This is an optimization exercise on Yosys and OpenROAD, whose aim is small area, not a production implementation. Function was checked by simulation only, so behaviour that the tests miss may differ from the original. No activity file was given, so power comes from the tool's default toggle rates.

==> design/flow/design.v <==
module vgalab1(
  input clk,             
  input rst_n,           
  input key_jump_n,      
  input key_restart_n,   
  input sw_gray,         
  output [0:6] HEX0, HEX1,   
  output VGA_HS,
  output VGA_VS,
  output VGA_BLANK,
  output [9:0] VGA_R,
  output [9:0] VGA_G,
  output [9:0] VGA_B
);
wire [5:0] xq;
wire [3:0] xr;
wire [5:0] yq;
wire [3:0] yr;
wire [2:0] idx;
wire [9:0] gray;
wire video_on;
vga_sync u1(.clk(clk), .rst_n(rst_n), .xq(xq), .xr(xr), .yq(yq), .yr(yr), .hs(VGA_HS), .vs(VGA_VS));
background background(.clk(clk), .rst_n(rst_n), .jump(key_jump_n), .restart(key_restart_n),
  .xq(xq), .xr(xr), .yq(yq), .yr(yr), .idx(idx), .gray(gray), .video_on(video_on), .HEX0(HEX0), .HEX1(HEX1));
assign VGA_BLANK = VGA_HS & VGA_VS;
assign VGA_R = !video_on ? 10'h000 : sw_gray ? gray : {10{idx[0]}};
assign VGA_G = !video_on ? 10'h000 : sw_gray ? gray : {10{idx[1]}};
assign VGA_B = !video_on ? 10'h000 : sw_gray ? gray : {10{idx[2]}};
endmodule
module background(
	input clk, input rst_n, input jump, input restart,
	input [5:0] xq, input [3:0] xr, input [5:0] yq, input [3:0] yr,
	output reg [2:0] idx, output [9:0] gray, output video_on,
	output [0:6] HEX0, output [0:6] HEX1);
function automatic ge(input [10:0] a, input [10:0] b);
	integer i; reg r;
	begin
		r = 1'b1;
		for (i = 0; i < 11; i = i + 1) r = (a[i] ^ b[i]) ? a[i] : r;
		ge = r;
	end
endfunction
function automatic sge(input [10:0] a, input [10:0] b);
	sge = ge({~a[10], a[9:0]}, {~b[10], b[9:0]});
endfunction
function automatic sin(input [10:0] v, input [10:0] lo, input [10:0] hi);
	sin = sge(v, lo) && sge(hi, v);
endfunction
function automatic [10:0] sub(input [10:0] a, input [10:0] b);
	integer i; reg c; reg p;
	begin
		c = 1'b1;
		for (i = 0; i < 11; i = i + 1) begin
			p = a[i] ^ ~b[i];
			sub[i] = p ^ c;
			c = (a[i] & ~b[i]) | (c & p);
		end
	end
endfunction
function automatic [10:0] add(input [10:0] a, input [10:0] b);
	integer i; reg c; reg p;
	begin
		c = 1'b0;
		for (i = 0; i < 11; i = i + 1) begin
			p = a[i] ^ b[i];
			add[i] = p ^ c;
			c = (a[i] & b[i]) | (c & p);
		end
	end
endfunction
function automatic [10:0] pk(input integer v);
	pk = ((v / 15) << 4) | (v % 15);
endfunction
function automatic [10:0] px(input integer v);
	px = (((v + 160) / 15) << 4) | ((v + 160) % 15);
endfunction
function automatic [10:0] pd(input integer v);
	integer q, r;
	begin
		q = v / 15;
		r = v - q * 15;
		if (r < 0) begin r = r + 15; q = q - 1; end
		pd = q * 16 + r;
	end
endfunction
function automatic [6:0] subc(input [6:0] a, input [6:0] b, input bin);
	integer i; reg c; reg p;
	begin
		c = !bin;
		for (i = 0; i < 7; i = i + 1) begin
			p = a[i] ^ ~b[i];
			subc[i] = p ^ c;
			c = (a[i] & ~b[i]) | (c & p);
		end
	end
endfunction
function automatic [10:0] dsub(input [9:0] a, input [9:0] b);
	reg [6:0] rd, rc, qd;
	begin
		rd = subc({3'd0, a[3:0]}, {3'd0, b[3:0]}, 1'b0);
		rc = subc(rd, 7'd0, rd[4]);
		qd = subc({1'b0, a[9:4]}, {1'b0, b[9:4]}, rd[4]);
		dsub = {qd, rc[3:0]};
	end
endfunction
wire [10:0] X = {1'b0, xq, xr};
wire [10:0] Y = {1'b0, yq, yr};
assign video_on = !ge(X, px(640)) && !yq[5];
wire [5:0] gx = {xq[5:4] - 2'd1, xq[3:0]};
assign gray = (!ge(X, px(80)) || ge(X, px(561))) ? 10'd0 : ({yq[4:0], 5'd0} | {4'd0, gx});
wire tt = (X == px(199)) || (X == px(399)) || (X == px(599)) || (X == px(799));
wire y1 = yr == 4'd1 || yr == 4'd4 || yr == 4'd7 || yr == 4'd10 || yr == 4'd13;
wire y0 = yr == 4'd0 || yr == 4'd3 || yr == 4'd6 || yr == 4'd9 || yr == 4'd12;
wire mt = (y1 && X == px(399)) || (y0 && X == px(799));
reg [9:0] s;
reg [4:0] lf;  
wire [10:0] ssq = sub({5'd0, s[9:4]}, 1);
wire [10:0] ssr = sub({7'd0, s[3:0]}, 1);
always @(posedge clk or negedge rst_n)
	if (!rst_n) begin
		s <= px(120);
		lf <= 5'b11110;
	end else if (tt) begin
		if (s == px(0)) s <= px(641);
		else if (s[3:0] == 4'd0) s <= {ssq[5:0], 4'd14};
		else s <= {s[9:4], ssr[3:0]};
		if (s == px(0)) lf <= {lf[1] ^ lf[2], lf[4:1]};
	end
wire [10:0] S = {1'b0, s};
wire n1 = !ge(S, px(561));    
wire a2 = !ge(S, px(432));    
wire n2a = !ge(S, px(351));   
wire a3 = !ge(S, px(218));    
wire n3a = !ge(S, px(133));   
reg [4:0] mq;
reg [1:0] mc;
reg [9:0] mxo;
reg hit, dis1, dis2, dis3;
reg [3:0] sf, ss;
wire [10:0] M = {2'd0, mq, mc[1], mc[0], mc[1], mc[0]};
wire [10:0] MX = {1'b0, mxo};
reg ty1, ty2, ty3, by1, by2, by3, my;
reg g0, gA, gH;
reg [1:0] tn;
wire [9:0] kx = (tn == 2'd1) ? (a2 ? {6'd14, 4'd0} : {6'd35, 4'd3}) :
                (tn == 2'd2) ? (a3 ? {6'd28, 4'd4} : {6'd49, 4'd7}) : 10'd0;
wire [10:0] kr = add({7'd0, s[3:0]}, {7'd0, kx[3:0]});
wire kc = ge(kr, 15);
wire [10:0] krc = kc ? sub(kr, 15) : kr;
wire [10:0] kq = add(add({5'd0, s[9:4]}, {5'd0, kx[9:4]}), {10'd0, kc});
wire [9:0] sn = {kq[5:0], krc[3:0]};
wire [10:0] dn = dsub(mxo, sn);
wire w84 = tn == 2'd2;
wire nn = (tn == 2'd1) ? (!a2 || n2a) : (tn == 2'd2) ? (!a3 || n3a) : n1;
always @(posedge clk or negedge rst_n)
	if (!rst_n) tn <= 2'd0;
	else if (!sin(dn, pd(30), pd(84))) tn <= (tn == 2'd2) ? 2'd0 : tn + 2'd1;
wire [1:0] t = xr[2] ? tn : xr[1:0];
wire usep = (t == 2'd1 && !a2) || (t == 2'd2 && !a3);
wire [3:0] fs = usep ? lf[3:0] : lf[4:1];
reg [8:0] htab;
always @*
	case ({t, fs})
	6'd0: htab = {5'd20, 4'd0};  
	6'd1: htab = {5'd14, 4'd10};  
	6'd2: htab = {5'd11, 4'd5};  
	6'd3: htab = {5'd19, 4'd5};  
	6'd4: htab = {5'd16, 4'd10};  
	6'd5: htab = {5'd12, 4'd0};  
	6'd6: htab = {5'd26, 4'd0};  
	6'd7: htab = {5'd22, 4'd10};  
	6'd8: htab = {5'd20, 4'd5};  
	6'd9: htab = {5'd10, 4'd0};  
	6'd10: htab = {5'd26, 4'd10};  
	6'd11: htab = {5'd14, 4'd12};  
	6'd12: htab = {5'd22, 4'd3};  
	6'd13: htab = {5'd11, 4'd1};  
	6'd14: htab = {5'd18, 4'd6};  
	6'd15: htab = {5'd13, 4'd4};  
	6'd16: htab = {5'd13, 4'd4};  
	6'd17: htab = {5'd14, 4'd12};  
	6'd18: htab = {5'd11, 4'd5};  
	6'd19: htab = {5'd16, 4'd10};  
	6'd20: htab = {5'd10, 4'd0};  
	6'd21: htab = {5'd26, 4'd10};  
	6'd22: htab = {5'd20, 4'd5};  
	6'd23: htab = {5'd11, 4'd1};  
	6'd24: htab = {5'd12, 4'd0};  
	6'd25: htab = {5'd22, 4'd10};  
	6'd26: htab = {5'd19, 4'd5};  
	6'd27: htab = {5'd20, 4'd0};  
	6'd28: htab = {5'd26, 4'd0};  
	6'd29: htab = {5'd14, 4'd10};  
	6'd30: htab = {5'd18, 4'd6};  
	6'd31: htab = {5'd22, 4'd3};  
	6'd32: htab = {5'd12, 4'd11};  
	6'd33: htab = {5'd26, 4'd10};  
	6'd34: htab = {5'd18, 4'd3};  
	6'd35: htab = {5'd16, 4'd4};  
	6'd36: htab = {5'd26, 4'd0};  
	6'd37: htab = {5'd21, 4'd5};  
	6'd38: htab = {5'd11, 4'd13};  
	6'd39: htab = {5'd11, 4'd1};  
	6'd40: htab = {5'd12, 4'd0};  
	6'd41: htab = {5'd13, 4'd5};  
	6'd42: htab = {5'd19, 4'd5};  
	6'd43: htab = {5'd26, 4'd0};  
	6'd44: htab = {5'd14, 4'd12};  
	6'd45: htab = {5'd19, 4'd7};  
	6'd46: htab = {5'd20, 4'd11};  
	6'd47: htab = {5'd22, 4'd10};  
	default: htab = 9'd0;
	endcase
reg [4:0] mqd;
reg [1:0] mcd;
wire mt1 = (y1 && X == px(400)) || (y0 && X == px(0));
wire slot_my = mt1 || t == 2'd3;
wire [10:0] ua = (xr[2] && !slot_my) ? M : Y;
wire [10:0] ub = slot_my ? M : {2'd0, htab};
wire [10:0] ud = dsub(ua[9:0], ub[9:0]);
wire uneg = ud[10];
wire ud_ge0 = !uneg;
wire ud_by = sin(ud, -64, -32);       
wire ud_my = sin(ud, -32, 0) && ge(M, pk(30));
wire ud_gA = sge(ud, -54);            
wire ud_gH = sge(ud, -70);            
always @(posedge clk)
	if (slot_my)
		my <= ud_my;
	else if (!xr[3])
		case (xr[2:0])
		3'd0: begin ty1 <= ud_ge0; by1 <= ud_by; end
		3'd1: begin ty2 <= ud_ge0; by2 <= ud_by; end
		3'd2: begin ty3 <= ud_ge0; by3 <= ud_by; end
		3'd4: begin g0 <= ud_ge0; gA <= ud_gA; gH <= ud_gH; end
		default: ;
		endcase
wire colany = nn && sin(dn, pd(30), w84 ? pd(84) : pd(80)) && g0;
wire bdn = nn && sin(dn, pd(50), w84 ? pd(64) : pd(60));
wire mlow = !ge(M, pk(81));
wire mhigh = ge(M, pk(400));
wire brA = !jump && !hit;
wire brB = !brA && !restart;
wire brC = !brA && restart && mlow;
wire brD = !brA && restart && !mlow && mhigh;
wire brE = !brA && restart && !mlow && !mhigh && colany;
wire brH = !brA && restart && !mlow && !mhigh && !colany;
reg [4:0] mqn;
reg [1:0] mcn;
always @* begin
	mqn = mq; mcn = mc;
	if (brA) begin
		if (mc == 2'd2) mcn = 2'd0;
		else if (mq != 5'd0) begin mqn = sub(mq, 1); mcn = {mc[0], !mc[0]}; end
	end else if (brB) begin mqn = 5'd5; mcn = 2'd2; end
	else if (brC) begin mqn = 5'd5; mcn = 2'd1; end
	else if (brD) begin mqn = 5'd26; mcn = 2'd2; end
	else if (brH) begin
		if (mc == 2'd2) begin mqn = add(mq, 1); mcn = 2'd0; end
		else mcn = {mc[0], !mc[0]};
	end
	mqd = mt ? mqn : mq;
	mcd = mt ? mcn : mc;
end
wire bok = !hit && (brA || brD || brH);
wire dn_dis = (tn == 2'd1) ? dis2 : (tn == 2'd2) ? dis3 : dis1;
wire bany = bok && !dn_dis && bdn && (brA ? gA : (brD || gH));
wire b1 = bany && tn == 2'd0;
wire b2 = bany && tn == 2'd1;
wire b3 = bany && tn == 2'd2;
wire c1 = ge(S, px(561)) && !ge(S, px(566));
wire c2 = ge(S, px(351)) && !ge(S, px(356));
wire c3 = ge(S, px(133)) && !ge(S, px(138));
wire sf10 = sf == 4'd10;
always @(posedge clk or negedge rst_n)
	if (!rst_n) begin
		mxo <= px(335);
		hit <= 1'b0;
		dis1 <= 1'b0; dis2 <= 1'b0; dis3 <= 1'b0;
		sf <= 4'd0; ss <= 4'd0;
	end else if (mt) begin
		if (brB) mxo <= px(335);
		else if (brE) mxo <= sn;
		if (brB) hit <= 1'b0;
		else if (brC || brD || brE) hit <= 1'b1;
		dis1 <= b1 ? 1'b1 : c1 ? 1'b0 : dis1;
		dis2 <= b2 ? 1'b1 : c2 ? 1'b0 : dis2;
		dis3 <= b3 ? 1'b1 : c3 ? 1'b0 : dis3;
		if (bany) begin
			sf <= sf10 ? 4'd0 : add(sf, 1);
			if (sf10) ss <= add(ss, 1);
		end else if (brB) begin
			sf <= 4'd0; ss <= 4'd0;
		end
	end
always @(posedge clk or negedge rst_n)
	if (!rst_n) begin
		mq <= 5'd5; mc <= 2'd2;    
	end else begin
		mq <= mqd; mc <= mcd;
	end
BCD DisplayScoreFirst(sf, HEX0);
BCD DisplayScoreSecond(ss, HEX1);
wire [10:0] ex = dsub(X[9:0], s);
wire tx1 = n1 && sin(ex, pd(0), pd(80));
wire tx2 = a2 ? (n2a && sin(ex, pd(210), pd(290))) : sin(ex, pd(-432), pd(-352));
wire tx3 = a3 ? (n3a && sin(ex, pd(424), pd(508))) : sin(ex, pd(-218), pd(-134));
wire bx1 = n1 ? sin(ex, pd(20), pd(60)) : (!ge(S, px(581)) && sge(ex, pd(19)));
wire bx2 = a2 ? (n2a ? sin(ex, pd(230), pd(270)) : (!ge(S, px(371)) && sge(ex, pd(229)))) : sin(ex, pd(-412), pd(-372));
wire bx3 = a3 ? (n3a ? sin(ex, pd(444), pd(488)) : (!ge(S, px(153)) && sge(ex, pd(443)))) : sin(ex, pd(-198), pd(-154));
wire y400 = !ge(Y, pk(401));
wire [10:0] mdx = dsub(mxo, X[9:0]);
wire mon = ge(MX, px(30)) && sin(mdx, pd(0), pd(30)) && (mt1 ? ud_my : my);
always @* begin
	idx = 3'd6;
	if (ge(Y, pk(400))) idx = 3'd2;
	if (!ge(Y, pk(51))) idx = 3'd4;
	else if (mon) idx = 3'd5;
	else if (bx1 && by1) idx = dis1 ? 3'd6 : 3'd3;
	else if (tx1 && ty1 && y400) idx = 3'd0;
	else if (bx2 && by2) idx = dis2 ? 3'd6 : 3'd3;
	else if (tx2 && ty2 && y400) idx = 3'd0;
	else if (bx3 && by3) idx = dis3 ? 3'd6 : 3'd3;
	else if (tx3 && ty3 && y400) idx = 3'd0;
	if (hit) begin
		if (ge(X, px(30)) && ge(px(610), X) && ge(Y, pk(50)) && ge(pk(450), Y)) idx = 3'd0;
		if (ge(X, px(130)) && ge(px(510), X) && ge(pk(400), Y) && ge(Y, pk(100))) begin
			idx = 3'd7;
			if (ge(px(170), X) && ge(pk(350), Y)) idx = 3'd0;
			if (ge(X, px(240)) && ge(px(410), X) && ge(Y, pk(200)) && ge(pk(250), Y)) idx = 3'd0;
			if (ge(X, px(290)) && ge(px(337), X) && ge(Y, pk(150)) && ge(pk(350), Y)) idx = 3'd0;
			if (ge(X, px(460)) && ge(pk(350), Y)) idx = 3'd0;
		end
	end
end
endmodule
module BCD(m, Display0);
	input [3:0] m;
	output [0:6] Display0;
	assign Display0 [0:6] = (m[3:0] == 4'b0000) ? 7'b0000001:  
									(m[3:0] == 4'b0001) ? 7'b1001111:  
									(m[3:0] == 4'b0010) ? 7'b0010010:  
									(m[3:0] == 4'b0011) ? 7'b0000110:  
									(m[3:0] == 4'b0100) ? 7'b1001100:  
									(m[3:0] == 4'b0101) ? 7'b0100100:  
									(m[3:0] == 4'b0110) ? 7'b0100000:  
									(m[3:0] == 4'b0111) ? 7'b0001111:  
									(m[3:0] == 4'b1000) ? 7'b0000000: 7'b0000100;  
endmodule
module vga_sync(
   input clk,
   input rst_n,
   output reg [5:0] xq,
   output reg [3:0] xr,
   output reg [5:0] yq,
   output reg [3:0] yr,
   output hs,
   output vs
);
function automatic [5:0] inc(input [5:0] a);
   integer i; reg c;
   begin
      c = 1'b1;
      for (i = 0; i < 6; i = i + 1) begin inc[i] = a[i] ^ c; c = a[i] & c; end
   end
endfunction
function automatic ge(input [9:0] a, input [9:0] b);
   integer i; reg r;
   begin
      r = 1'b1;
      for (i = 0; i < 10; i = i + 1) r = (a[i] ^ b[i]) ? a[i] : r;
      ge = r;
   end
endfunction
function automatic [9:0] px(input integer v);
   px = (((v + 160) / 15) << 4) | ((v + 160) % 15);
endfunction
wire [9:0] X = {xq, xr};
wire [5:0] xqi = inc(xq);
wire [5:0] xri = inc({2'd0, xr});
wire [5:0] yqi = inc(yq);
wire [5:0] yri = inc({2'd0, yr});
always @(posedge clk or negedge rst_n)
   if (!rst_n) begin
      xq <= 6'd10;
      xr <= 4'd10;
   end else begin
      if (xr == 4'd14) begin
         xr <= (xq == 6'd63) ? 4'd10 : 4'd0;
         xq <= (xq == 6'd63) ? 6'd10 : xqi;
      end else
         xr <= xri[3:0];
   end
reg first;
always @(posedge clk or negedge rst_n)
   if (!rst_n) first <= 1'b1;
   else if (X == px(699)) first <= 1'b0;
assign hs = !(ge(X, px(660)) && ge(px(755), X)) && !(first && X == px(0));
assign vs = !first && !(yq == 6'd32 && yr == 4'd14) && !(yq == 6'd33 && yr == 4'd0);
always @(posedge clk or negedge rst_n)
   if (!rst_n) begin
      yq <= 6'd0;
      yr <= 4'd0;
   end else if (X == px(699)) begin
      if (yr == 4'd14) begin
         yr <= 4'd0;
         yq <= (yq == 6'd34) ? 6'd0 : yqi;
      end else
         yr <= yri[3:0];
   end
endmodule
==> design/flow/flow/run.sh <==
#!/bin/bash
# Own layout flow: the standard synthesis, then the combinational logic
# between the registers is mapped again by ABC for area (the registers are
# kept as they are, with their names and cells), then the standard
# layout with single-strength port buffers.
set -euo pipefail
W=$(pwd)
R=$W/orfs/results/$FLOW_PLATFORM/vgalab1/base
LIB=$FLOW_HOME/platforms/$FLOW_PLATFORM/lib/sky130_fd_sc_hd__tt_025C_1v80.lib

# 1. standard synthesis, up to the netlist
bash standard.sh $R/1_2_yosys.v > $W/std_synth.log 2>&1
cp $R/1_2_yosys.v $W/std_1_2_yosys.v

# 2. map the logic between registers again
DONT=""
for c in $(grep -o "\-dont_use [a-z0-9_]*" $W/orfs/logs/$FLOW_PLATFORM/vgalab1/base/1_2_yosys.log | awk '{print $2}' | sort -u); do
  DONT="$DONT -dont_use $c"
done
cat > $W/reabc.ys <<E2
read_liberty -ignore_miss_func -overwrite $LIB
read_verilog $W/std_1_2_yosys.v
hierarchy -top $FLOW_TOP
setattr -mod -set keep_hierarchy 1 sky130_fd_sc_hd__df* sky130_fd_sc_hd__edf* sky130_fd_sc_hd__sdf* sky130_fd_sc_hd__dl* sky130_fd_sc_hd__conb_*
flatten
opt_clean -purge
tee -o $W/reabc_before.txt stat -liberty $LIB
abc -liberty $LIB $DONT -script $W/flow/area.abc
opt_clean -purge
splitnets
opt_clean -purge
hilomap -singleton -hicell sky130_fd_sc_hd__conb_1 HI -locell sky130_fd_sc_hd__conb_1 LO
insbuf -buf sky130_fd_sc_hd__buf_4 A X
opt_clean -purge
tee -o $W/reabc_after.txt stat -liberty $LIB
read_liberty -lib -ignore_miss_func -overwrite $LIB
check -assert
write_verilog -noattr -nohex -nodec $W/reabc_1_2_yosys.v
E2
yosys -l $W/reabc.log -q -s $W/reabc.ys > /dev/null 2>&1
cp $W/reabc_1_2_yosys.v $R/1_2_yosys.v

# 3. standard layout from the new netlist
bash standard.sh "BUFFER_PORTS_ARGS=-buffer_cell sky130_fd_sc_hd__buf_1" finish > $W/std_layout.log 2>&1
==> design/flow/flow/area.abc <==
strash; &get -n; &deepsyn -T 60; &put; dch -f; amap; topo; buffer -p; upsize -D 6000; dnsize -D 6000
==> design/flow/standard.sh <==
#!/bin/bash
# synth_recipe.tcl (not shown) runs the flow's synth.tcl, then flattens the netlist and writes it again
# the make line also repeats each setting of config.mk as NAME=value (left out here)
make -C /OpenROAD-flow-scripts/flow DESIGN_CONFIG=/design/flow/config.mk WORK_HOME=/design/flow/orfs CLKGATE_MAP_FILE= SYNTH_SCRIPT=/design/flow/synth_recipe.tcl "${@:-finish}"
==> design/flow/config.mk <==
export PLATFORM = sky130hd
export DESIGN_NAME = vgalab1
export DESIGN_NICKNAME = vgalab1
export VERILOG_FILES = /design/flow/design.v
export SDC_FILE = /design/flow/constraint.sdc
export NUM_CORES = 4
export LEC_CHECK = 0
export ABC_AREA = 1
export CAP_MARGIN = 0
export CORE_MARGIN = 2
export CORE_UTILIZATION = 40
export CTS_BUF_LIST = sky130_fd_sc_hd__clkbuf_8
export GPL_TIMING_DRIVEN = 0
export SLEW_MARGIN = 0
==> design/flow/constraint.sdc <==
create_clock -name core_clock -period 12.0 [get_ports {clk}]
set_input_delay 2.4000 -clock core_clock [delete_from_list [all_inputs] [get_ports {clk}]]
set_output_delay 2.4000 -clock core_clock [all_outputs]
set_load 0.01 [all_outputs]
==> results of run 1 <==
## per-stage QoR
step	power, mW	hold WS, ns	setup slack (ns)	cells
2_1_floorplan	0.640	0.446	2.97	1091
3_3_place_gp	0.752	0.469	0.800	1367
3_5_place_dp	0.756	0.464	0.857	1369
4_1_cts	1.01	0.479	0.402	1385
5_1_grt	1.10	0.505	0.0582	1385
6_report	1.03	0.475	0.802	1385
## state kept, by name, indices dropped and copies added, names as in the netlist, 2 cells and up
name and cells:
background.lf 5, background.mc 2, background.mq 5, background.mxo 10
background.s 10, background.sf 4, background.ss 4, background.tn 2
u1.xq 6, u1.xr 4, u1.yq 6, u1.yr 4
## final cells by class
class / count / area, um^2 / area share
sequential: 77 / 2000 / 0.257
inverter: 149 / 559 / 0.0720
clock buffer: 9 / 124 / 0.0159
buffer: 16 / 60.1 / 0.00773
tap: 225 / 282 / 0.0362
timing repair buffer: 53 / 240 / 0.0309
multi-input combinational: 849 / 4380 / 0.564
clock inverter: 7 / 121 / 0.0156
## worst min path at each step
| stage | slack, ns | startpoint | endpoint |
|---|---|---|---|
| after CTS | 0.48 | u1.first | u1.first |
| after detailed placement | 0.46 | u1.first | u1.first |
| after global placement | 0.47 | u1.first | u1.first |
| final | 0.48 | u1.first | u1.first |
| after global routing | 0.50 | u1.first | u1.first |
| after floorplan | 0.45 | u1.first | u1.first |
## metal layers
layer,vias to the layer above,GRT usage,share of wire
met4,0,0.0856,0.027
met3,45,0.0332,0.071
li1,4015,-,-
met5,-,0,0
met1,3791,0.353,0.44
met2,364,0.413,0.46
## worst min-delay path, stage by stage (launching register included)
cell and delay, ns:
dfstp_2 0.38, inv_1 0.06, nor2_1 0.04
## report_power, final
part / switching [mW] / leakage (nW) / internal, mW
Combinational: 0.330 / 2.20 / 0.149
Sequential: 0.00590 / 0.888 / 0.283
Clock: 0.118 / 0.124 / 0.140
==> key figures, run 1 <==
Logic synthesis
  – Cells after synthesis: approximately 1100
  – Syn avg cell area: between 6 and 7 um^2
  – Synth Cell Area: roughly 7000 um^2
  – Post-synthesis net count: 1096
  – Synth warn: 2

Timing
  – Worst Max-Slew Pin Slew: between 1 and 1.5 ns
  – Setup TNS: 0 ns
  – Fmax: slightly below 0.09 GHz
  – Period minus WS final: between 10 and 15 ns
  – Hold Vio Cnt, Final: 0
  – Clock skew: roughly 0.018 ns
  – Tcrit/Tclk final: 0.933
  – Relative slew slack: 0.141
  – RSZ-0062 raised after global routing: false
  – Final slew viol count: 0
  – Setup Viol. Count Final: 0

Placed design
  – Final Wtd Congestion: 0.949
  – DP Wirelength: 18300 um
  – Placed inst area: 7480 um^2
  – Port-buffer cells: just over 50

Worst setup path
  – R2R Setup Slk: about 4.3 ns
  – Max incr delay on CP: approximately 0.67 ns
  – WP buf/inv: 7
  – Crit Path Category: register to output pin
  – Worst endpoint required time: between 9 and 10 ns
  – Critical R2R Capture: background.ss[3]
  – Critical path's top delay family: compound AO/OA/AOI/OAI gates
  – Crit. Startpoint: background.s[1]
  – Largest fanout on the critical path: 9
  – Critical path depth in cells: 36
  – Most common cell on crit path: nor2_1
  – R2R depth: 39
  – CP max stage cell: a2111oi_0
  – Nature of the critical path startpoint: register
  – Crit path DAT: ~8.8 ns
  – Crit. End Element: output pin
  – Reg-to-Reg Start: background.s[1]
  – CP endpoint: VGA_B[7]

Die
  – FP Rows: 48
  – Initial Utilization: 0.406
  – # IOs: 52
  – Die Y: 136 um
  – Die Width: 136 um
  – Die ar.: roughly 18000 um^2
  – Core area: around 17000 um^2

Cells and area
  – Commonest non-fill, non-tap cell in the layout: nor2_1
  – Final net count: between 1000 and 1500
  – Most frequent cells in the layout: nor2_1 (262), inv_1 (144), o21ai_0 (117)
  – Share of cells above drive strength 1: 0.0595
  – Area Overhead vs Synth: 11.7%
  – Final instance area: between 7000 and 8000 um^2
  – Finished Core Util: 0.454
  – Fill cells: 1804
  – Number of diodes: 0

GRT
  – Initial antenna violation count: 0
  – Gr ovfl total: 0
  – Overall Global Routing Usage: 0.256
  – Largest net degree at the start of global routing: 33
  – First-pass GRT wire length: between 30000 and 40000 um
  – Vias in the first global route: a little over 7000

Min path
  – HP Class: register to register
  – Hold Path Depth: 2

Clocking
  – Clk slew on worst S/H paths: 0.10 ns
  – Later-pin clock latency in the skew report: approximately 0.40 ns
  – Post-CTS Resized: 0
  – CTS root buf: clkbuf_8
  – H-Tree Depth: 3
  – CTS Hold Bufs: 0
  – Clk sink count: 77
  – Cts bufs inserted: 9
  – CTS tree: built
  – Clock Tree Buf Depth: 2
  – Post-CTS setup buffer count: 0

Outcome
  – Status: complete, no violations

Power and ir drop
  – P_leak: ~3.2 nW
  – Cell Pwr Density: ~130 nW/um^2
  – Max IR drop VDD: between 0.1 and 0.15 mV

Route
  – Post-DR vias/cell: 5.93
  – DR vias: 8215
  – DRC violation count after routing: 0
  – Drt first pass iters: 8
  – ANT nets after route: 0
  – Initial DRC count: around 740
  – DRT Wirelength: between 20000 and 25000 um
  – WL per Instance: roughly 17 um

Job
  – MaxCap Viol Count: 0
==> run 2, diff against run 1 <==
--- a/design/flow/flow/run.sh
+++ b/design/flow/flow/run.sh
@@ -41,4 +41,4 @@
 cp $W/reabc_1_2_yosys.v $R/1_2_yosys.v
 
 # 3. standard layout from the new netlist
-bash standard.sh "BUFFER_PORTS_ARGS=-buffer_cell sky130_fd_sc_hd__buf_1" finish > $W/std_layout.log 2>&1
+bash standard.sh "BUFFER_PORTS_ARGS=-buffer_cell sky130_fd_sc_hd__buf_1" "CTS_ARGS=-sink_clustering_enable -repair_clock_nets -buf_list sky130_fd_sc_hd__clkbuf_4 -root_buf sky130_fd_sc_hd__clkbuf_8 -sink_clustering_size 10 -sink_clustering_max_diameter 40" finish > $W/std_layout.log 2>&1
==> run 2 against run 1 <==
Still clean on timing, DRC and antenna. Critical endpoint unchanged. Non-clock buffer count unchanged. Area after synthesis stayed put. Synthesized cell count unchanged. Combinational power about the same. Largest cell class unchanged.
==> key figures, run 2 <==
Outcome
  – Status: complete, no violations

Logic synthesis
  – Cells after synthesis: about 1100
  – Synth Cell Area: about 7000 um^2
  – Syn avg cell area: approximately 6.4 um^2
  – Post-synthesis net count: around 1100
  – Synth warn: 2

Placed design
  – DP Worst Slack: approximately 0.86 ns
  – Post-Place Cells: ~1400
  – Port-buffer cells: 51
  – DP Wirelength: 18300 um
  – Final Wtd Congestion: ~0.95
  – Placed inst area: about 7500 um^2

Timing
  – Clock skew: ~0.018 ns
  – Hold Vio Cnt, Final: 0
  – Period minus WS final: roughly 11 ns
  – Fmax: slightly below 0.09 GHz
  – Final slew viol count: 0
  – RSZ-0062 raised after global routing: false
  – Hold WS: 0.475 ns
  – Tcrit/Tclk final: 0.933
  – Setup Viol. Count Final: 0
  – Setup WS post-layout: 0.802 ns
  – Setup TNS: 0 ns
  – Worst Max-Slew Pin Slew: between 1 and 1.5 ns
  – Relative slew slack: 0.141

Worst setup path
  – Largest fanout on the critical path: 9
  – CP max stage cell: a2111oi_0
  – Crit path DAT: around 9 ns
  – Worst endpoint required time: between 9 and 10 ns
  – Crit. End Element: output pin
  – Nature of the critical path startpoint: register
  – Crit Path Category: register to output pin
  – Most common cell on crit path: nor2_1
  – Max incr delay on CP: around 0.67 ns

GRT
  – Initial antenna violation count: 0
  – Gr ovfl total: 0
  – Vias in the first global route: approximately 7100
  – First-pass GRT wire length: approximately 37000 um
  – Overall Global Routing Usage: 0.256
  – Largest net degree at the start of global routing: 33

Route
  – DRT Wirelength: 23500 um
  – Initial DRC count: approximately 740
  – WL per Instance: approximately 17 um
  – Post-DR vias/cell: roughly 5.9
  – ANT nets after route: 0
  – Drt first pass iters: 8
  – DRC violation count after routing: 0
  – DR vias: 8215

Clocking
  – Clk slew on worst S/H paths: 0.10 ns
  – Post-CTS setup buffer count: 0
  – CTS tree: built
  – Post-CTS Resized: 0
  – CTS Hold Bufs: 0
  – H-Tree Depth: 3
  – Clock Tree Buf Depth: 2
  – CTS root buf: clkbuf_8
  – Clk sink count: 77
  – Later-pin clock latency in the skew report: around 0.40 ns
  – Cts bufs inserted: 9

Power and ir drop
  – P_leak: 3.21 nW
  – Cell Pwr Density: ~130 nW/um^2
  – Clock Power Share: 0.251
  – Power share of the combinational group: 0.467
  – Reg power frac: 0.281
  – Max IR drop VDD: 0.134 mV
  – Pwr Total: between 1 and 1.5 mW
  – Net Sw Frac: 0.443
  – Switching power: 455 uW
  – Internal power: between 500 and 600 uW

Cells and area
  – Finished Core Util: 0.454
  – Final net count: 1160
  – Most frequent cells in the layout: nor2_1 (262), inv_1 (144), o21ai_0 (117)
  – Finished Layout Cells: around 1400
  – Area Overhead vs Synth: 11.7%
  – Commonest non-fill, non-tap cell in the layout: nor2_1
  – Final instance area: between 7000 and 8000 um^2
  – Share of cells above drive strength 1: 0.0595
  – Regs by FF count: background.mxo: 10 flops, background.s: 10 flops
  – Number of diodes: 0

Die
  – # IOs: 52
  – Core area: 17100 um^2
  – Die ar.: between 15000 and 20000 um^2
  – Die Y: about 140 um
  – Initial Utilization: 0.406
  – Die Width: 136 um
  – FP Rows: 48

Min path
  – HP Class: register to register

Job
  – MaxCap Viol Count: 0
## run 2: cell counts in the layout (fill, tap and decap cells not counted)
No cell type changed its count.
## run 2: worst max-delay path, delay by kind of cell (launching register included)
family | cells | cell delay (ns)
simple gates | 11 | 1.63
compound gates | 18 | 5.05
flops | 1 | 0.65
buf+inv | 7 | 1.09
## run 2: cell type report
type	instances	area, um^2
buffer	16	60.1
fill	1804	9350
clock buffer	9	124
inverter	149	559
sequential	77	2000
multi-input combinational	849	4380
timing repair buffer	53	240
tap	225	282
clock inverter	7	121
## run 2: worst paths after layout
check	slack (ns)	end	cells after the start	startpoint
setup / recovery	0.80	VGA_B[7]	36	background.s[1]
hold / removal	0.48	u1.first	2	u1.first
setup reg to reg	4.31	background.ss[3]	39	background.s[1]
hold reg to reg	0.48	u1.first	2	u1.first
max in group asynchronous	9.39	u1.xq[1]	2	rst_n
min in group asynchronous	1.98	background.mq[1]	1	rst_n
## run 2: power by group through the flow
stage	combinational (mW)	clock [mW]	sequential, mW
finish	0.480	0.258	0.289
global route	0.538	0.269	0.290
CTS	0.465	0.261	0.289
detailed placement	0.462	0	0.294
global placement	0.458	0	0.294
floorplan	0.349	0	0.292
## run 2: metal layers
| layer | global-route usage | share of wire |
|---|---|---|
| met3 | 0.0332 | 0.071 |
| met5 | 0 | 0 |
| met4 | 0.0856 | 0.027 |
| met1 | 0.353 | 0.44 |
| met2 | 0.413 | 0.46 |
==> run 3, diff against run 2 <==
--- a/design/flow/design.v
+++ b/design/flow/design.v
@@ -139,23 +139,17 @@
 reg [3:0] sf, ss;
 wire [10:0] M = {2'd0, mq, mc[1], mc[0], mc[1], mc[0]};
 wire [10:0] MX = {1'b0, mxo};
-reg ty1, ty2, ty3, by1, by2, by3, my;
-reg g0, gA, gH;
-reg [1:0] tn;
-wire [9:0] kx = (tn == 2'd1) ? (a2 ? {6'd14, 4'd0} : {6'd35, 4'd3}) :
-                (tn == 2'd2) ? (a3 ? {6'd28, 4'd4} : {6'd49, 4'd7}) : 10'd0;
-wire [10:0] kr = add({7'd0, s[3:0]}, {7'd0, kx[3:0]});
-wire kc = ge(kr, 15);
-wire [10:0] krc = kc ? sub(kr, 15) : kr;
-wire [10:0] kq = add(add({5'd0, s[9:4]}, {5'd0, kx[9:4]}), {10'd0, kc});
-wire [9:0] sn = {kq[5:0], krc[3:0]};
-wire [10:0] dn = dsub(mxo, sn);
-wire w84 = tn == 2'd2;
-wire nn = (tn == 2'd1) ? (!a2 || n2a) : (tn == 2'd2) ? (!a3 || n3a) : n1;
-always @(posedge clk or negedge rst_n)
-	if (!rst_n) tn <= 2'd0;
-	else if (!sin(dn, pd(30), pd(84))) tn <= (tn == 2'd2) ? 2'd0 : tn + 2'd1;
-wire [1:0] t = xr[2] ? tn : xr[1:0];
+wire [10:0] ex = dsub(X[9:0], s);
+wire tx1 = n1 && sin(ex, pd(0), pd(80));
+wire tx2 = a2 ? (n2a && sin(ex, pd(210), pd(290))) : sin(ex, pd(-432), pd(-352));
+wire tx3 = a3 ? (n3a && sin(ex, pd(424), pd(508))) : sin(ex, pd(-218), pd(-134));
+wire bx1 = n1 ? sin(ex, pd(20), pd(60)) : (!ge(S, px(581)) && sge(ex, pd(19)));
+wire bx2 = a2 ? (n2a ? sin(ex, pd(230), pd(270)) : (!ge(S, px(371)) && sge(ex, pd(229)))) : sin(ex, pd(-412), pd(-372));
+wire bx3 = a3 ? (n3a ? sin(ex, pd(444), pd(488)) : (!ge(S, px(153)) && sge(ex, pd(443)))) : sin(ex, pd(-198), pd(-154));
+reg g01, g02, g03, gA1, gA2, gA3, gH1, gH2, gH3;
+wire blank = ge(X, px(640));
+wire [1:0] tp = (tx2 || bx2) ? 2'd1 : (tx3 || bx3) ? 2'd2 : 2'd0;
+wire [1:0] t = blank ? xr[1:0] : tp;
 wire usep = (t == 2'd1 && !a2) || (t == 2'd2 && !a3);
 wire [3:0] fs = usep ? lf[3:0] : lf[4:1];
 reg [8:0] htab;
@@ -213,30 +207,28 @@
 	endcase
 reg [4:0] mqd;
 reg [1:0] mcd;
-wire mt1 = (y1 && X == px(400)) || (y0 && X == px(0));
-wire slot_my = mt1 || t == 2'd3;
-wire [10:0] ua = (xr[2] && !slot_my) ? M : Y;
-wire [10:0] ub = slot_my ? M : {2'd0, htab};
-wire [10:0] ud = dsub(ua[9:0], ub[9:0]);
-wire uneg = ud[10];
-wire ud_ge0 = !uneg;
+wire [10:0] ua = blank ? M : Y;
+wire [10:0] ud = dsub(ua[9:0], {1'b0, htab});
+wire ud_ge0 = !ud[10];
 wire ud_by = sin(ud, -64, -32);       
-wire ud_my = sin(ud, -32, 0) && ge(M, pk(30));
 wire ud_gA = sge(ud, -54);            
 wire ud_gH = sge(ud, -70);            
 always @(posedge clk)
-	if (slot_my)
-		my <= ud_my;
-	else if (!xr[3])
-		case (xr[2:0])
-		3'd0: begin ty1 <= ud_ge0; by1 <= ud_by; end
-		3'd1: begin ty2 <= ud_ge0; by2 <= ud_by; end
-		3'd2: begin ty3 <= ud_ge0; by3 <= ud_by; end
-		3'd4: begin g0 <= ud_ge0; gA <= ud_gA; gH <= ud_gH; end
+	if (blank && xr[3:2] == 2'd0)
+		case (xr[1:0])
+		2'd0: begin g01 <= ud_ge0; gA1 <= ud_gA; gH1 <= ud_gH; end
+		2'd1: begin g02 <= ud_ge0; gA2 <= ud_gA; gH2 <= ud_gH; end
+		2'd2: begin g03 <= ud_ge0; gA3 <= ud_gA; gH3 <= ud_gH; end
 		default: ;
 		endcase
-wire colany = nn && sin(dn, pd(30), w84 ? pd(84) : pd(80)) && g0;
-wire bdn = nn && sin(dn, pd(50), w84 ? pd(64) : pd(60));
+wire [10:0] d1 = dsub(mxo, s);
+wire col1 = n1 && sin(d1, pd(30), pd(80)) && g01;
+wire col2 = (a2 ? (n2a && sin(d1, pd(240), pd(290))) : sin(d1, pd(-402), pd(-352))) && g02;
+wire col3 = (a3 ? (n3a && sin(d1, pd(454), pd(508))) : sin(d1, pd(-188), pd(-134))) && g03;
+wire bd1 = n1 && sin(d1, pd(50), pd(60));
+wire bd2 = a2 ? (n2a && sin(d1, pd(260), pd(270))) : sin(d1, pd(-382), pd(-372));
+wire bd3 = a3 ? (n3a && sin(d1, pd(474), pd(488))) : sin(d1, pd(-168), pd(-154));
+wire colany = col1 || col2 || col3;
 wire mlow = !ge(M, pk(81));
 wire mhigh = ge(M, pk(400));
 wire brA = !jump && !hit;
@@ -263,15 +255,19 @@
 	mcd = mt ? mcn : mc;
 end
 wire bok = !hit && (brA || brD || brH);
-wire dn_dis = (tn == 2'd1) ? dis2 : (tn == 2'd2) ? dis3 : dis1;
-wire bany = bok && !dn_dis && bdn && (brA ? gA : (brD || gH));
-wire b1 = bany && tn == 2'd0;
-wire b2 = bany && tn == 2'd1;
-wire b3 = bany && tn == 2'd2;
+wire b1 = bok && !dis1 && bd1 && (brA ? gA1 : (brD || gH1));
+wire b2 = bok && !dis2 && bd2 && (brA ? gA2 : (brD || gH2));
+wire b3 = bok && !dis3 && bd3 && (brA ? gA3 : (brD || gH3));
 wire c1 = ge(S, px(561)) && !ge(S, px(566));
 wire c2 = ge(S, px(351)) && !ge(S, px(356));
 wire c3 = ge(S, px(133)) && !ge(S, px(138));
+wire bany = b1 || b2 || b3;
 wire sf10 = sf == 4'd10;
+wire [9:0] kx = col1 ? 10'd0 : col2 ? (a2 ? {6'd14, 4'd0} : {6'd35, 4'd3}) : (a3 ? {6'd28, 4'd4} : {6'd49, 4'd7});
+wire [10:0] kr = add({7'd0, s[3:0]}, {7'd0, kx[3:0]});
+wire kc = ge(kr, 15);
+wire [10:0] krc = kc ? sub(kr, 15) : kr;
+wire [10:0] kq = add(add({5'd0, s[9:4]}, {5'd0, kx[9:4]}), {10'd0, kc});
 always @(posedge clk or negedge rst_n)
 	if (!rst_n) begin
 		mxo <= px(335);
@@ -280,7 +276,7 @@
 		sf <= 4'd0; ss <= 4'd0;
 	end else if (mt) begin
 		if (brB) mxo <= px(335);
-		else if (brE) mxo <= sn;
+		else if (brE) mxo <= {kq[5:0], krc[3:0]};
 		if (brB) hit <= 1'b0;
 		else if (brC || brD || brE) hit <= 1'b1;
 		dis1 <= b1 ? 1'b1 : c1 ? 1'b0 : dis1;
@@ -301,27 +297,21 @@
 	end
 BCD DisplayScoreFirst(sf, HEX0);
 BCD DisplayScoreSecond(ss, HEX1);
-wire [10:0] ex = dsub(X[9:0], s);
-wire tx1 = n1 && sin(ex, pd(0), pd(80));
-wire tx2 = a2 ? (n2a && sin(ex, pd(210), pd(290))) : sin(ex, pd(-432), pd(-352));
-wire tx3 = a3 ? (n3a && sin(ex, pd(424), pd(508))) : sin(ex, pd(-218), pd(-134));
-wire bx1 = n1 ? sin(ex, pd(20), pd(60)) : (!ge(S, px(581)) && sge(ex, pd(19)));
-wire bx2 = a2 ? (n2a ? sin(ex, pd(230), pd(270)) : (!ge(S, px(371)) && sge(ex, pd(229)))) : sin(ex, pd(-412), pd(-372));
-wire bx3 = a3 ? (n3a ? sin(ex, pd(444), pd(488)) : (!ge(S, px(153)) && sge(ex, pd(443)))) : sin(ex, pd(-198), pd(-154));
 wire y400 = !ge(Y, pk(401));
 wire [10:0] mdx = dsub(mxo, X[9:0]);
-wire mon = ge(MX, px(30)) && sin(mdx, pd(0), pd(30)) && (mt1 ? ud_my : my);
+wire [10:0] mdy = dsub(M[9:0], Y[9:0]);
+wire mon = ge(MX, px(30)) && sin(mdx, pd(0), pd(30)) && ge(M, pk(30)) && sin(mdy, pd(0), pd(30));
+wire tsx = tx1 || tx2 || tx3;
+wire bsx = bx1 || bx2 || bx3;
+wire tsy = ud_ge0 && y400;
+wire dsel = (tp == 2'd1) ? dis2 : (tp == 2'd2) ? dis3 : dis1;
 always @* begin
 	idx = 3'd6;
 	if (ge(Y, pk(400))) idx = 3'd2;
 	if (!ge(Y, pk(51))) idx = 3'd4;
 	else if (mon) idx = 3'd5;
-	else if (bx1 && by1) idx = dis1 ? 3'd6 : 3'd3;
-	else if (tx1 && ty1 && y400) idx = 3'd0;
-	else if (bx2 && by2) idx = dis2 ? 3'd6 : 3'd3;
-	else if (tx2 && ty2 && y400) idx = 3'd0;
-	else if (bx3 && by3) idx = dis3 ? 3'd6 : 3'd3;
-	else if (tx3 && ty3 && y400) idx = 3'd0;
+	else if (bsx && ud_by) idx = dsel ? 3'd6 : 3'd3;
+	else if (tsx && tsy) idx = 3'd0;
 	if (hit) begin
 		if (ge(X, px(30)) && ge(px(610), X) && ge(Y, pk(50)) && ge(pk(450), Y)) idx = 3'd0;
 		if (ge(X, px(130)) && ge(px(510), X) && ge(pk(400), Y) && ge(Y, pk(100))) begin
--- a/design/flow/flow/run.sh
+++ b/design/flow/flow/run.sh
@@ -41,4 +41,4 @@
 cp $W/reabc_1_2_yosys.v $R/1_2_yosys.v
 
 # 3. standard layout from the new netlist
-bash standard.sh "BUFFER_PORTS_ARGS=-buffer_cell sky130_fd_sc_hd__buf_1" "CTS_ARGS=-sink_clustering_enable -repair_clock_nets -buf_list sky130_fd_sc_hd__clkbuf_4 -root_buf sky130_fd_sc_hd__clkbuf_8 -sink_clustering_size 10 -sink_clustering_max_diameter 40" finish > $W/std_layout.log 2>&1
+bash standard.sh "BUFFER_PORTS_ARGS=-buffer_cell sky130_fd_sc_hd__buf_1" finish > $W/std_layout.log 2>&1
==> design/flow/flow/area.abc (replaced) <==
strash; &get -n; &deepsyn -T 60; &put; dch -f; amap
==> run 3 against run 2 <==
Now fails the layout checks on setup timing. First-iteration DRC count rose by 27%. Final area is 24% higher. Register-to-register slack worse by 2.7 ns. Sequential power decreased by 8.0%. Critical endpoint is now VGA_B[2]. Count of clock-buffer cells in the layout is the same. Area after synthesis rose by 1.1%. Via count rose by 14%. Highest routed layer unchanged. Synthesized cell count increased by 1.3%. Final cell count rose by 10%.
==> key figures, run 3 <==
Outcome
  – Status: complete, but fails checks
  – Violated layout checks: setup timing

Power and ir drop
  – Max IR drop VDD: 0.0635 mV
  – Cell Pwr Density: 58.1 nW/um^2
  – Pwr Total: 558 uW
  – P_leak: 3.61 nW

Clocking
  – Clk slew on worst S/H paths: 0.09 ns
  – H-Tree Depth: 3
  – Clock Tree Buf Depth: 2
  – Clk sink count: 74
  – Cts bufs inserted: 9
  – Later-pin clock latency in the skew report: 0.39 ns
  – CTS Hold Bufs: 0
  – CTS tree: built
  – CTS root buf: clkbuf_8

Timing
  – Fmax: about 0.074 GHz
  – Setup WS post-layout: -1.51 ns
  – Hold Vio Cnt, Final: 0
  – Setup Viol. Count Final: 30
  – Worst Max-Slew Pin Slew: roughly 1.3 ns
  – Period minus WS final: roughly 14 ns
  – Relative slew slack: 0.139
  – Tcrit/Tclk final: 1.13
  – Final slew viol count: 0
  – RSZ-0062 raised after global routing: true
  – Clock skew: about 0.016 ns
  – Setup TNS: -36.29 ns

Die
  – Initial Utilization: 0.408
  – FP Rows: 48
  – Core area: between 15000 and 20000 um^2
  – # IOs: between 50 and 60
  – Die Y: about 140 um
  – Die ar.: 18700 um^2
  – Die Width: roughly 140 um

Worst setup path
  – Most common cell on crit path: buf_4
  – Crit Path Category: register to output pin
  – R2R depth: slightly below 60
  – Worst endpoint required time: 9.60 ns
  – CP max stage cell: dfstp_2
  – Crit path DAT: about 11 ns
  – Crit. End Element: output pin
  – Largest fanout on the critical path: 5
  – Max incr delay on CP: 0.58 ns
  – Nature of the critical path startpoint: register

Route
  – Max Used Layer: met4
  – DR WL met3: between 2000 and 3000 um
  – DR vias: approximately 9300
  – DRC violation count after routing: 0
  – Initial DRC count: between 900 and 1000
  – Met1 Wirelength: approximately 12000 um
  – ANT nets after route: 0
  – DRT Wirelength: around 29000 um
  – WL met2: roughly 13000 um
  – Post-DR vias/cell: a little over 6
  – Drt first pass iters: 6
  – WL per Instance: about 19 um

Logic synthesis
  – Synth Cell Area: between 7000 and 8000 um^2
  – Synth warn: 2
  – Syn avg cell area: around 6.4 um^2
  – Cells after synthesis: between 1000 and 1500
  – Post-synthesis net count: between 1000 and 1500

Min path
  – Hold Path Depth: 2
  – HP Class: register to register

GRT
  – Largest net degree at the start of global routing: 31
  – Overall Global Routing Usage: 0.309
  – Gr ovfl total: 0
  – Vias in the first global route: approximately 8800
  – First-pass GRT wire length: between 40000 and 50000 um
  – Initial antenna violation count: 0

Cells and area
  – Finished Core Util: 0.558
  – Finished Layout Cells: roughly 1500
  – Most frequent cells in the layout: nor2_1 (260), clkinv_1 (122), buf_4 (115)
  – Number of diodes: 0
  – Final net count: approximately 1300
  – Final instance area: between 9000 and 10000 um^2
  – Area Overhead vs Synth: 36.7%
  – Share of cells above drive strength 1: 0.238
  – Regs by FF count: background.mxo: 10 flops, background.s: 10 flops
  – Commonest non-fill, non-tap cell in the layout: nor2_1

Placed design
  – Port-buffer cells: a little over 50
  – DP Wirelength: 19800 um
  – Final Wtd Congestion: between 0.9 and 1
  – Post-Place Cells: between 1000 and 1500
  – Placed inst area: a little under 8000 um^2

Job
  – MaxCap Viol Count: 0
run 3: area by class of cell:
class	instances	area [um^2]
clock buffers	9	124
clock inverters	7	82.6
fillers	1608	7620
inverters	145	602
multi-input cells	890	5280
flip-flops and latches	74	1920
well taps	225	282
repair buffers	179	1320
run 3: critical path: cells and delay by family, from the launching register on:
family	cells	cell delay, ns
buffers and inverters	52	6.25
AOI/OAI and AO/OA	16	2.16
DFF	1	0.58
and+or+nand+nor	13	1.67
run 3: what timing repair did:
| item | 4_1_cts | 5_1_grt |
|---|---|---|
| cloned | 4 | 0 |
| buffers inserted | 113 | 14 |
| endpoints found under the setup margin | 30 | 30 |
| pin swaps | 56 | 43 |
| resized for setup | 101 | 45 |
run 3: metal layers:
metal	GRT usage	vias up
met3	0.0626	117
met2	0.498	478
met5	0	-
met1	0.399	4369
met4	0.138	0
li1	-	4375
run 3: worst paths after layout:
| path | startpoint | endpoint | slack [ns] |
|---|---|---|---|
| setup reg to reg | background.s[1] | background.gH3 | 1.62 |
| min in group asynchronous | rst_n | u1.yr[1] | 1.95 |
| hold reg to reg | background.lf[4] | background.lf[4] | 0.51 |
| max in group asynchronous | rst_n | background.mxo[9] | 9.25 |
| hold / removal | background.lf[4] | background.lf[4] | 0.51 |
| setup / recovery | background.s[1] | VGA_B[2] | -1.51 |
run 3: per-stage QoR:
step           hold WS (ns)  setup WS, ns
3_5_place_dp          0.501         -2.73
2_1_floorplan         0.474        -0.544
5_1_grt               0.522         -2.05
4_1_cts               0.514        -0.995
3_3_place_gp          0.499         -2.71
6_report              0.510         -1.51
run 3: power by group:
group	total (mW)	leakage (nW)	internal (mW)	switching, mW
combinational	0.0726	2.67	0.0258	0.0468
clock	0.220	0.0988	0.0998	0.120
sequential	0.266	0.836	0.258	0.00733
total	0.558	3.61	0.384	0.174

## port drivers added, routing unchanged
In the flow no input, the clock included, has a driving cell. The finished layouts below were timed again as built, in two steps. Step 1, drivers: a clkbuf_16 drives clk and a buf_2 each remaining input, both assumed. Step 2, shift: input delay + t, output delay - t, t = (earliest + latest rising clock arrival at the registers) / 2. This alone moves slack from input paths to output paths. Slacks: no drivers / after step 1 / after step 2; pairs: no drivers / after step 1.
| run | t, ns | setup slack, ns | worst hold slack (ns) | cell pins on the clock port's net |
|---|---|---|---|---|
| run 1 | 0.428 | 0.802 / 0.761 / 1.189 | 0.475 / 0.475 / 0.475 | 1 |
| run 2 | 0.428 | 0.802 / 0.761 / 1.189 | 0.475 / 0.475 / 0.475 | 1 |
| run 3 | 0.420 | -1.506 / -1.546 / -1.126 | 0.510 / 0.510 / 0.510 | 1 |
